From an optimization exercise on the open Yosys and OpenROAD flow, aimed at a short achievable clock period and few clock cycles; shortcuts taken in it are not production practice.
In this exercise RTL edits were held to simulation tests only and were not proved equivalent to the original.
Power is estimated from default activity; no workload was simulated.

==> flow/design.v <==
module cpu_datapath
(
	input  logic        clk,
	input  logic        rst,
	input  logic        mem_resp_i,
	                    mem_resp_d,
	input  logic [31:0] mem_rdata_i,
	                    mem_rdata_d,
	output logic        mem_read_i,
	                    mem_read_d,
	                    mem_write_i,
	                    mem_write_d,
	output logic [3:0]  mem_byte_enable_i,
	                    mem_byte_enable_d,
	output logic [31:0] mem_wdata_i,
	                    mem_wdata_d,
	                    mem_address_i,
	                    mem_address_d
);
localparam int QD = 4;           
localparam int QW = 2;           
localparam int IC = 16;          
localparam int ICW = 4;
localparam logic [4:0] OP_LUI   = 5'b01101;
localparam logic [4:0] OP_AUIPC = 5'b00101;
localparam logic [4:0] OP_JAL   = 5'b11011;
localparam logic [4:0] OP_JALR  = 5'b11001;
localparam logic [4:0] OP_BR    = 5'b11000;
localparam logic [4:0] OP_LOAD  = 5'b00000;
localparam logic [4:0] OP_STORE = 5'b01000;
localparam logic [4:0] OP_IMM   = 5'b00100;
localparam logic [4:0] OP_REG   = 5'b01100;
assign mem_read_i        = 1'b1;
assign mem_write_i       = 1'b0;
assign mem_byte_enable_i = 4'b0000;
assign mem_wdata_i       = 32'h0;
logic        e_redirect;
logic [31:0] e_target;
logic        adv;
logic [31:0] pc_f;
assign mem_address_i = pc_f;
logic [31:0]  ic_data [IC];
logic [7:0]   ic_tag  [IC];
logic [IC-1:0] ic_valid;
logic [ICW-1:0] ic_idx;
logic         ic_hit;
assign ic_idx = pc_f[ICW+1:2];
assign ic_hit = ic_valid[ic_idx] && (ic_tag[ic_idx] == pc_f[13:6]);
logic [31:0] f_word;
logic        f_got, f_pred;
assign f_word = ic_hit ? ic_data[ic_idx] : mem_rdata_i;
assign f_got  = ic_hit | mem_resp_i;
assign f_pred = (f_word[6:2] == OP_JAL) | ((f_word[6:2] == OP_BR) & f_word[31]);
logic [31:0] q_instr [QD];
logic [31:0] q_pc    [QD];
logic        q_pred  [QD];
logic [QW-1:0] q_head, q_tail;
logic [QW:0]   q_count;
logic          q_full;
assign q_full = (q_count == QD[QW:0]);
logic        pd_pending;
logic [31:0] pd_pc, pd_instr, pd_target, pd_imm;
assign pd_imm = (pd_instr[6:2] == OP_JAL)
              ? {{12{pd_instr[31]}}, pd_instr[19:12], pd_instr[20], pd_instr[30:21], 1'b0}
              : {{20{pd_instr[31]}}, pd_instr[7], pd_instr[30:25], pd_instr[11:8], 1'b0};
assign pd_target = pd_pc + pd_imm;
logic pd_redirect, push, pop;
assign pd_redirect = pd_pending & ~e_redirect;
assign push = f_got & ~q_full & ~e_redirect & ~pd_redirect;
always_ff @(posedge clk) begin
	if (rst) begin
		pc_f <= 32'h0000_0060;
		pd_pending <= 1'b0;
	end else begin
		if (e_redirect)        pc_f <= e_target;
		else if (pd_redirect)  pc_f <= pd_target;
		else if (push)         pc_f <= pc_f + 32'd4;
		pd_pending <= push & f_pred;
	end
	if (push) begin
		pd_pc <= pc_f;
		pd_instr <= f_word;
	end
end
always_ff @(posedge clk) begin
	if (rst) ic_valid <= '0;
	else if (mem_resp_i & ~ic_hit) ic_valid[ic_idx] <= 1'b1;
	if (mem_resp_i & ~ic_hit) begin
		ic_data[ic_idx] <= mem_rdata_i;
		ic_tag[ic_idx]  <= pc_f[13:6];
	end
end
always_ff @(posedge clk) begin
	if (rst | e_redirect) begin
		q_head <= '0;
		q_tail <= '0;
		q_count <= '0;
	end else begin
		if (push) q_tail <= q_tail + 1'b1;
		if (pop)  q_head <= q_head + 1'b1;
		q_count <= q_count + {{QW{1'b0}}, push} - {{QW{1'b0}}, pop};
	end
	if (push) begin
		q_instr[q_tail] <= f_word;
		q_pc[q_tail]    <= pc_f;
		q_pred[q_tail]  <= f_pred;
	end
end
logic        d_valid;
logic [31:0] d_instr, d_pc;
logic        d_pred;
assign d_valid = (q_count != '0);
assign d_instr = q_instr[q_head];
assign d_pc    = q_pc[q_head];
assign d_pred  = q_pred[q_head];
logic [4:0] d_op, d_rd, d_rs1, d_rs2;
logic [2:0] d_f3;
assign d_op  = d_instr[6:2];
assign d_rd  = d_instr[11:7];
assign d_f3  = d_instr[14:12];
assign d_rs1 = d_instr[19:15];
assign d_rs2 = d_instr[24:20];
logic d_lui, d_auipc, d_jal, d_jalr, d_br, d_load, d_store, d_imm_op, d_reg_op;
assign d_lui    = d_op == OP_LUI;
assign d_auipc  = d_op == OP_AUIPC;
assign d_jal    = d_op == OP_JAL;
assign d_jalr   = d_op == OP_JALR;
assign d_br     = d_op == OP_BR;
assign d_load   = d_op == OP_LOAD;
assign d_store  = d_op == OP_STORE;
assign d_imm_op = d_op == OP_IMM;
assign d_reg_op = d_op == OP_REG;
logic d_use1, d_use2, d_wr;
assign d_use1 = d_jalr | d_br | d_load | d_store | d_imm_op | d_reg_op;
assign d_use2 = d_br | d_store | d_reg_op;
assign d_wr   = (d_lui | d_auipc | d_jal | d_jalr | d_load | d_imm_op | d_reg_op) & (d_rd != 5'd0);
logic [31:0] d_i_imm, d_s_imm, d_b_imm, d_u_imm;
assign d_i_imm = {{21{d_instr[31]}}, d_instr[30:20]};
assign d_s_imm = {{21{d_instr[31]}}, d_instr[30:25], d_instr[11:7]};
assign d_b_imm = {{20{d_instr[31]}}, d_instr[7], d_instr[30:25], d_instr[11:8], 1'b0};
assign d_u_imm = {d_instr[31:12], 12'h000};
logic [31:0] rf [1:31];
logic [31:0] rf_a, rf_b;
assign rf_a = (d_rs1 == 5'd0) ? 32'h0 : rf[d_rs1];
assign rf_b = (d_rs2 == 5'd0) ? 32'h0 : rf[d_rs2];
logic        e_valid, e_wr, e_load, e_store, e_br, e_jalr, e_pred, e_done;
logic [4:0]  e_rd;
logic [2:0]  e_f3;
logic        e_alt, e_bimm, e_const_sel;
logic [31:0] e_a, e_b, e_imm, e_const, e_alt_target;
logic        e_fa_m, e_fa_w, e_fb_m, e_fb_w;
logic        m_valid, m_wr, m_load, m_store;
logic [4:0]  m_rd;
logic [2:0]  m_f3;
logic [31:0] m_result, m_wdata;
logic        w_valid, w_wr;
logic [4:0]  w_rd;
logic [31:0] w_result;
logic [31:0] d_a, d_b;
assign d_a = (w_valid & w_wr & (w_rd == d_rs1)) ? w_result : rf_a;
assign d_b = (w_valid & w_wr & (w_rd == d_rs2)) ? w_result : rf_b;
logic d_stall;
assign d_stall = e_valid & e_load & e_wr &
                 ((d_use1 & (e_rd == d_rs1)) | (d_use2 & (e_rd == d_rs2)));
assign pop = d_valid & adv & ~d_stall & ~e_redirect;
logic [31:0] d_pc4, d_br_target;
assign d_pc4 = d_pc + 32'd4;
assign d_br_target = d_pc + d_b_imm;
always_ff @(posedge clk) begin
	if (rst) begin
		e_valid <= 1'b0;
		e_done  <= 1'b0;
	end else if (adv) begin
		e_valid <= pop;
		e_done  <= 1'b0;
	end else if (e_redirect) begin
		e_done  <= 1'b1;
	end
	if (adv) begin
		e_wr    <= d_wr & pop;
		e_load  <= d_load & pop;
		e_store <= d_store & pop;
		e_br    <= d_br & pop;
		e_jalr  <= d_jalr & pop;
		e_pred  <= d_pred;
		e_rd    <= d_rd;
		e_f3    <= (d_imm_op | d_reg_op | d_br | d_load | d_store) ? d_f3 : 3'b000;
		e_alt   <= (d_reg_op & d_instr[30] & ((d_f3 == 3'b000) | (d_f3 == 3'b101)))
		         | (d_imm_op & d_instr[30] & (d_f3 == 3'b101));
		e_bimm  <= ~(d_reg_op | d_br);
		e_imm   <= d_store ? d_s_imm : d_i_imm;
		e_const_sel <= d_lui | d_auipc | d_jal | d_jalr;
		e_const <= d_lui ? d_u_imm : d_auipc ? (d_pc + d_u_imm) : d_pc4;
		e_alt_target <= d_pred ? d_pc4 : d_br_target;
		e_a     <= d_a;
		e_b     <= d_b;
		e_fa_m  <= e_valid & e_wr & (e_rd == d_rs1);
		e_fb_m  <= e_valid & e_wr & (e_rd == d_rs2);
		e_fa_w  <= m_valid & m_wr & (m_rd == d_rs1);
		e_fb_w  <= m_valid & m_wr & (m_rd == d_rs2);
	end
end
logic [31:0] x_a, x_b_reg, x_b;
assign x_a     = e_fa_m ? m_result : e_fa_w ? w_result : e_a;
assign x_b_reg = e_fb_m ? m_result : e_fb_w ? w_result : e_b;
assign x_b     = e_bimm ? e_imm : x_b_reg;
logic [31:0] x_sum, x_diff, x_res, x_alu;
logic        x_eq, x_lt, x_ltu;
logic [31:0] x_sra;
assign x_sra = $signed(x_a) >>> x_b[4:0];
assign x_sum  = x_a + x_b;
assign x_diff = x_a - x_b;
assign x_eq   = (x_a == x_b);
assign x_lt   = ($signed(x_a) < $signed(x_b));
assign x_ltu  = (x_a < x_b);
always_comb begin
	case (e_f3)
		3'b000: x_alu = e_alt ? x_diff : x_sum;
		3'b001: x_alu = x_a << x_b[4:0];
		3'b010: x_alu = {31'b0, x_lt};
		3'b011: x_alu = {31'b0, x_ltu};
		3'b100: x_alu = x_a ^ x_b;
		3'b101: x_alu = e_alt ? x_sra : (x_a >> x_b[4:0]);
		3'b110: x_alu = x_a | x_b;
		default: x_alu = x_a & x_b;
	endcase
end
assign x_res = e_const_sel ? e_const : x_alu;
logic x_taken;
always_comb begin
	case (e_f3[2:1])
		2'b00:   x_taken = x_eq ^ e_f3[0];
		2'b10:   x_taken = x_lt ^ e_f3[0];
		2'b11:   x_taken = x_ltu ^ e_f3[0];
		default: x_taken = 1'b0;
	endcase
end
assign e_redirect = e_valid & ~e_done & (e_jalr | (e_br & (x_taken != e_pred)));
assign e_target   = e_jalr ? {x_sum[31:1], 1'b0} : e_alt_target;
always_ff @(posedge clk) begin
	if (rst) m_valid <= 1'b0;
	else if (adv) m_valid <= e_valid;
	if (adv) begin
		m_wr     <= e_wr;
		m_load   <= e_load;
		m_store  <= e_store;
		m_rd     <= e_rd;
		m_f3     <= e_f3;
		m_result <= (e_load | e_store) ? x_sum : x_res;
		m_wdata  <= x_b_reg;
	end
end
assign mem_read_d  = m_valid & m_load;
assign mem_write_d = m_valid & m_store;
assign mem_address_d = m_result;
assign mem_wdata_d = m_wdata;
assign mem_byte_enable_d = {2'b00, (m_f3[1:0] == 2'b00), (m_f3[1:0] == 2'b01)};
assign adv = ~((mem_read_d | mem_write_d) & ~mem_resp_d);
logic [31:0] m_load_data;
logic [7:0]  m_byte;
logic [15:0] m_half;
always_comb begin
	case (m_result[1:0])
		2'b00:   m_byte = mem_rdata_d[7:0];
		2'b01:   m_byte = mem_rdata_d[15:8];
		2'b10:   m_byte = mem_rdata_d[23:16];
		default: m_byte = mem_rdata_d[31:24];
	endcase
	m_half = (m_result[1:0] != 2'b00) ? mem_rdata_d[31:16] : mem_rdata_d[15:0];
	case (m_f3)
		3'b000:  m_load_data = {{24{m_byte[7]}}, m_byte};
		3'b001:  m_load_data = {{16{m_half[15]}}, m_half};
		3'b100:  m_load_data = {24'h0, m_byte};
		3'b101:  m_load_data = {16'h0, m_half};
		default: m_load_data = mem_rdata_d;
	endcase
end
always_ff @(posedge clk) begin
	if (rst) w_valid <= 1'b0;
	else if (adv) w_valid <= m_valid;
	if (adv) begin
		w_wr     <= m_wr;
		w_rd     <= m_rd;
		w_result <= m_load ? m_load_data : m_result;
	end
end
always_ff @(posedge clk) begin
	if (w_valid & w_wr)
		rf[w_rd] <= w_result;
end
endmodule
==> flow/run.sh <==
#!/bin/bash
# synth_recipe.tcl (not shown) runs the flow's synth.tcl, then flattens the netlist and writes it again
# the make line also repeats each setting of config.mk as NAME=value (left out here)
make -C /OpenROAD-flow-scripts/flow DESIGN_CONFIG=/design/flow/config.mk WORK_HOME=/design/flow/orfs CLKGATE_MAP_FILE= SYNTH_SCRIPT=/design/flow/synth_recipe.tcl finish
==> flow/config.mk <==
export PLATFORM = sky130hd
export DESIGN_NAME = cpu_datapath
export DESIGN_NICKNAME = cpu_datapath
export VERILOG_FILES = /design/flow/design.v
export SDC_FILE = /design/flow/constraint.sdc
export NUM_CORES = 4
export LEC_CHECK = 0
export CAP_MARGIN = 20
export CORE_MARGIN = 2
export CORE_UTILIZATION = 40
export SLEW_MARGIN = 20
==> flow/constraint.sdc <==
create_clock -name core_clock -period 9.0 [get_ports {clk}]
set_input_delay 1.8000 -clock core_clock [delete_from_list [all_inputs] [get_ports {clk}]]
set_output_delay 1.8000 -clock core_clock [all_outputs]
set_load 0.01 [all_outputs]
==> impl_metrics.xml <==
<?xml version="1.0" encoding="UTF-8"?>
<metrics>
  <group name="synthesis">
    <metric name="ys.warnings.count" unit="">1</metric>
    <metric name="synth.most_common_cell" unit="">edfxtp_1</metric>
    <metric name="synth-seq-area-share" unit="">0.600</metric>
    <metric name="netlist_instances" unit="">7836</metric>
    <metric name="synth.area.top_cells" unit="">edfxtp_1 (59%), mux4_2 (14%), nand2_1 (2.9%), ha_1 (2.1%), mux2i_1 (2.0%)</metric>
    <metric name="synth_top_flop_cell" unit="">edfxtp_1</metric>
    <metric name="post_synth_instance_area" unit="sq um">112000</metric>
    <metric name="synth_area_leader_cell" unit="">edfxtp_1</metric>
    <metric name="synth-edff-count" unit="">2188</metric>
    <metric name="number_of_register_bits_inferred_by_synthesis" unit="">2254</metric>
    <metric name="syn-mean-instance-area" unit="sq um">14.3</metric>
    <metric name="ys_async_sr_fraction" unit="">0</metric>
    <metric name="synth.cells.most_frequent" unit="">edfxtp_1 (2188), nand2_1 (850), mux4_2 (700), nor2_1 (500), a21oi_1 (416)</metric>
    <metric name="synthDistinctLibCells" unit="">94</metric>
    <metric name="yosysTopAreaCellShare" unit="">0.588</metric>
  </group>
  <group name="die">
    <metric name="design.portCount" unit="">208</metric>
    <metric name="core_area" unit="sq um">279000</metric>
    <metric name="floorplan.die_area" unit="sq um">284000</metric>
    <metric name="floorplan.die.height" unit="microns">533</metric>
    <metric name="dieWidth" unit="microns">533</metric>
    <metric name="start_util" unit="">0.401</metric>
    <metric name="placementRows" unit="">194</metric>
  </group>
  <group name="setup_path">
    <metric name="rr_startpoint" unit="">e_fa_w</metric>
    <metric name="reg2reg_slack" unit="ns">1.95</metric>
    <metric name="reg2reg_to" unit="">q_count[2]</metric>
    <metric name="worstRegToRegCells" unit="">22</metric>
    <metric name="cp-end-kind" unit="">flop</metric>
    <metric name="critPathRequiredTime" unit="ns">9.76</metric>
    <metric name="worstPathMaxFanout" unit="">14</metric>
    <metric name="timing_worst_setup_path_type" unit="">flop to flop</metric>
    <metric name="critical_path.startpoint_type" unit="">flop</metric>
    <metric name="timing.critical_path.arrival" unit="ns">7.81</metric>
  </group>
  <group name="clock_tree">
    <metric name="worst_skew_pair.late_latency" unit="ns">0.92</metric>
    <metric name="max-clock-path-buffers" unit="">4</metric>
    <metric name="cts.reportedPaths.clkPinSlew" unit="ns">0.07</metric>
    <metric name="tritoncts" unit="">yes</metric>
    <metric name="cts_hold_repair.buffers" unit="">0</metric>
    <metric name="post_cts_buffers" unit="">0</metric>
    <metric name="htree_num_levels" unit="">4</metric>
    <metric name="numCtsBuffers" unit="">236</metric>
    <metric name="clock_sinks" unit="">2254</metric>
    <metric name="cts.root.buffer_cell" unit="">clkbuf_16</metric>
    <metric name="cts.repair.resized" unit="">0</metric>
  </group>
  <group name="cells_and_area">
    <metric name="regArea" unit="sq um">67000</metric>
    <metric name="postLayoutCellArea" unit="sq um">126000</metric>
    <metric name="fillCellCount" unit="">24500</metric>
    <metric name="multi_input_comb_area" unit="sq um">42100</metric>
    <metric name="layout_cell_share_with_drive_strength_beyond_1" unit="">0.179</metric>
    <metric name="area_growth_syn_to_fin" unit="%">12.4</metric>
    <metric name="finalNetCount" unit="">8183</metric>
  </group>
  <group name="routing">
    <metric name="dr_total_vias" unit="">73100</metric>
    <metric name="detail_route.first_pass.iterations" unit="">6</metric>
    <metric name="drt_drc_violations_left" unit="">0</metric>
    <metric name="postRouteWirelength" unit="mm">356</metric>
    <metric name="vias_per_cell" unit="">6.18</metric>
    <metric name="wl_per_cell" unit="microns">30.1</metric>
    <metric name="antenna_left" unit="">0</metric>
    <metric name="detail_route.iter0.violations" unit="">9299</metric>
  </group>
  <group name="sta">
    <metric name="skew" unit="ns">0.0903</metric>
    <metric name="slew_headroom" unit="">0.152</metric>
    <metric name="grt_setup_unrepaired" unit="">false</metric>
    <metric name="slew_violations" unit="">0</metric>
    <metric name="setup_tns" unit="ns">0</metric>
    <metric name="ratio_of_final_minimum_period_to_clock_period" unit="">0.784</metric>
    <metric name="max_freq" unit="MHz">142</metric>
    <metric name="finalHoldViolCount" unit="">0</metric>
    <metric name="tightest_slew" unit="ns">1.27</metric>
    <metric name="post-route-min-period" unit="ns">7.05</metric>
    <metric name="finalSetupViolations" unit="">0</metric>
  </group>
  <group name="power">
    <metric name="comb_power_share" unit="">0.527</metric>
    <metric name="peakVddDrop" unit="mV">0.334</metric>
    <metric name="power.share.clock" unit="">0.185</metric>
    <metric name="p_leak" unit="uW">0.0414</metric>
    <metric name="seqPwrFrac" unit="">0.288</metric>
    <metric name="swShare" unit="">0.440</metric>
    <metric name="p_int" unit="uW">29000</metric>
    <metric name="p_per_area" unit="nW/um^2">412</metric>
    <metric name="netSwitchingPower" unit="uW">22800</metric>
  </group>
  <group name="global_routing">
    <metric name="grt_first_pass_wirelength" unit="mm">508</metric>
    <metric name="grt_start_max_net_pins" unit="">110</metric>
    <metric name="groute.usage.overall" unit="">0.244</metric>
    <metric name="globalRouteOverflowTotal" unit="">0</metric>
    <metric name="first_global_vias" unit="">71300</metric>
    <metric name="antenna_violations_before_repair" unit="">25</metric>
  </group>
  <group name="hold_path">
    <metric name="min_path_cells" unit="">0</metric>
    <metric name="timing.hold.worst.start" unit="">m_wr</metric>
    <metric name="min-delay-path-class" unit="">flop to flop</metric>
    <metric name="hold-path-endpoint" unit="">w_wr</metric>
  </group>
  <group name="placement">
    <metric name="io_buffers" unit="">165</metric>
    <metric name="dp_hpwl" unit="mm">226</metric>
    <metric name="gp_congestion" unit="">0.975</metric>
    <metric name="dpl-instance-area" unit="sq um">118000</metric>
  </group>
  <group name="job">
    <metric name="drv.max_cap_violation_count" unit="">0</metric>
  </group>
  <group name="status">
    <metric name="status" unit="">timing/DRC/antenna clean</metric>
  </group>
</metrics>
==> per-layer routing <==
layer  wire length (microns)  GRT usage  vias up
met5                     173          0        -
met4                   16600      0.105       28
met3                   32400     0.0424      679
met2                  162000      0.378     3815
met1                  145000      0.340    37700
li1                        -          -    30900
==> placed cells by master (no fill, tap or decap), types with 52 or more instances in the layout <==
cell type	synthesis	final
a211oi_1	135	135
a21o_1	52	52
a21oi_1	416	414
a311oi_1	68	68
a31oi_1	113	113
a32oi_1	66	66
and2_1	86	82
buf_4	47	205
clkbuf_16	0	237
clkdlybuf4s50_1	0	164
clkinv_1	3	55
dfxtp_1	66	59
edfxtp_1	2188	2188
ha_1	189	189
inv_1	188	187
mux2_2	71	71
mux2i_1	228	228
mux4_2	700	696
nand2_1	850	850
nand3_1	77	76
nor2_1	500	453
nor3_1	77	71
o211ai_1	110	110
o21a_1	63	61
o21ai_0	265	260
xnor2_1	137	137
xor2_1	63	63
==> layout make-up <==
type                       count  area share
antenna                        3   0.0000598
clock buffer                 288      0.0489
clock inverter               136      0.0111
inverter                     198     0.00619
multi-input combinational   4841       0.335
sequential                  2254       0.534
tap                         3724      0.0371
timing repair buffer         389      0.0281
==> worst max-delay path by stage <==
| stage | cells after the start | slack, ns | endpoint | startpoint |
|---|---|---|---|---|
| after floorplan | 13 | 0.91 | q_count[2] | mem_resp_d |
| after global placement | 22 | 1.89 | q_count[2] | e_fa_w |
| final | 22 | 1.95 | q_count[2] | e_fa_w |
| after detailed placement | 24 | 2.13 | q_count[2] | e_fb_w |
| after CTS | 24 | 2.13 | q_count[2] | e_fb_w |
| after global routing | 24 | 1.71 | q_count[2] | e_fb_w |
==> registers in the layout (all words and copies together), names as in the netlist, 32 cells and up, named ones only <==
signal	flops
q_pc	128
e_alt_target	32
rf	992
e_a	32
e_const	32
w_result	32
m_result	32
m_wdata	32
ic_tag	128
pd_pc	32
q_instr	120
e_b	32
pc_f	32
ic_data	480
==> power groups by stage <==
stage	Combinational [uW]	Clock, uW	Sequential (uW)
finish	27200	9570	14900
detailed placement	26300	0	15300
global placement	26200	0	15300
global route	28700	10100	15000
floorplan	17200	0	14900
CTS	26400	9720	15100
==> logic make-up (layout without fill, tap and decap cells) <==
kind of cell    Yosys count  after routing  synth area share
mux                    1002           1002             0.169
xor+xnor                200            200            0.0157
fa+ha+maj               195            195            0.0222
buf+inv                 779           1011            0.0295
flops                  2254           2254             0.600
other cells               2             43         0.0000672
compound gates         1581           1581            0.0928
simple gates           1823           1823            0.0708
==> stage by stage <==
stage | utilization | std cells | hold WS, ns | worst slack (ns) | total power [uW]
after floorplan | - | 7874 | 0.424 | 0.910 | 32100
after global placement | 0.423 | 11400 | 0.431 | 1.89 | 41400
after detailed placement | 0.423 | 11400 | 0.432 | 2.13 | 41600
after CTS | 0.450 | 11800 | 0.448 | 2.13 | 51200
after global routing | 0.451 | 11800 | 0.462 | 1.71 | 53900
final | 0.451 | 11800 | 0.448 | 1.95 | 51700
==> worst max-delay path, stage by stage, from the launching register on <==
cell and delay [ns]:
edfxtp_1 0.97, buf_4 0.34, mux2i_1 0.10, o21ai_1 0.80, ha_1 0.45, nand4_1 0.24
or3_1 0.39, or4_1 0.63, clkinv_1 0.09, o211ai_1 0.15, a221o_1 0.41, o221ai_2 0.42
nor2_4 0.04, or2_2 0.38, inv_1 0.18, ha_1 0.25, inv_1 0.05, ha_1 0.13
inv_1 0.06, fa_1 0.40, xor2_1 0.17, xnor2_1 0.17, nor2_1 0.06
Testbench counts, summed over its fixed seeds: cycles 96,917.

[re-timing with driven ports]
The results above use ideal ports. As a check the final layout listed here was re-extracted and re-timed, cells and wires unchanged.
Step 1 (the two cells are an assumption about what drives the block):
set clk [get_ports {clk}]
set_driving_cell -lib_cell sky130_fd_sc_hd__clkbuf_16 $clk
set_driving_cell -lib_cell sky130_fd_sc_hd__buf_2 [delete_from_list [all_inputs] $clk]
Step 2, shift: input delay + t, output delay - t, t = (earliest + latest rising clock arrival at the registers) / 2. This alone moves slack from input paths to output paths.
Three values: ideal, step 1, step 2; two values: the first two.
t, ns: 0.980
setup slack, ns: 1.948 / 1.948 / 1.948
slew at the worst register clock pin (ns): 0.07 / 0.07
cell pins on the clock port's net: 1
After both steps setup and hold are still met in this run. The setup slack of this run moves by 0.000 ns with the drivers and by 0.000 ns with both steps.
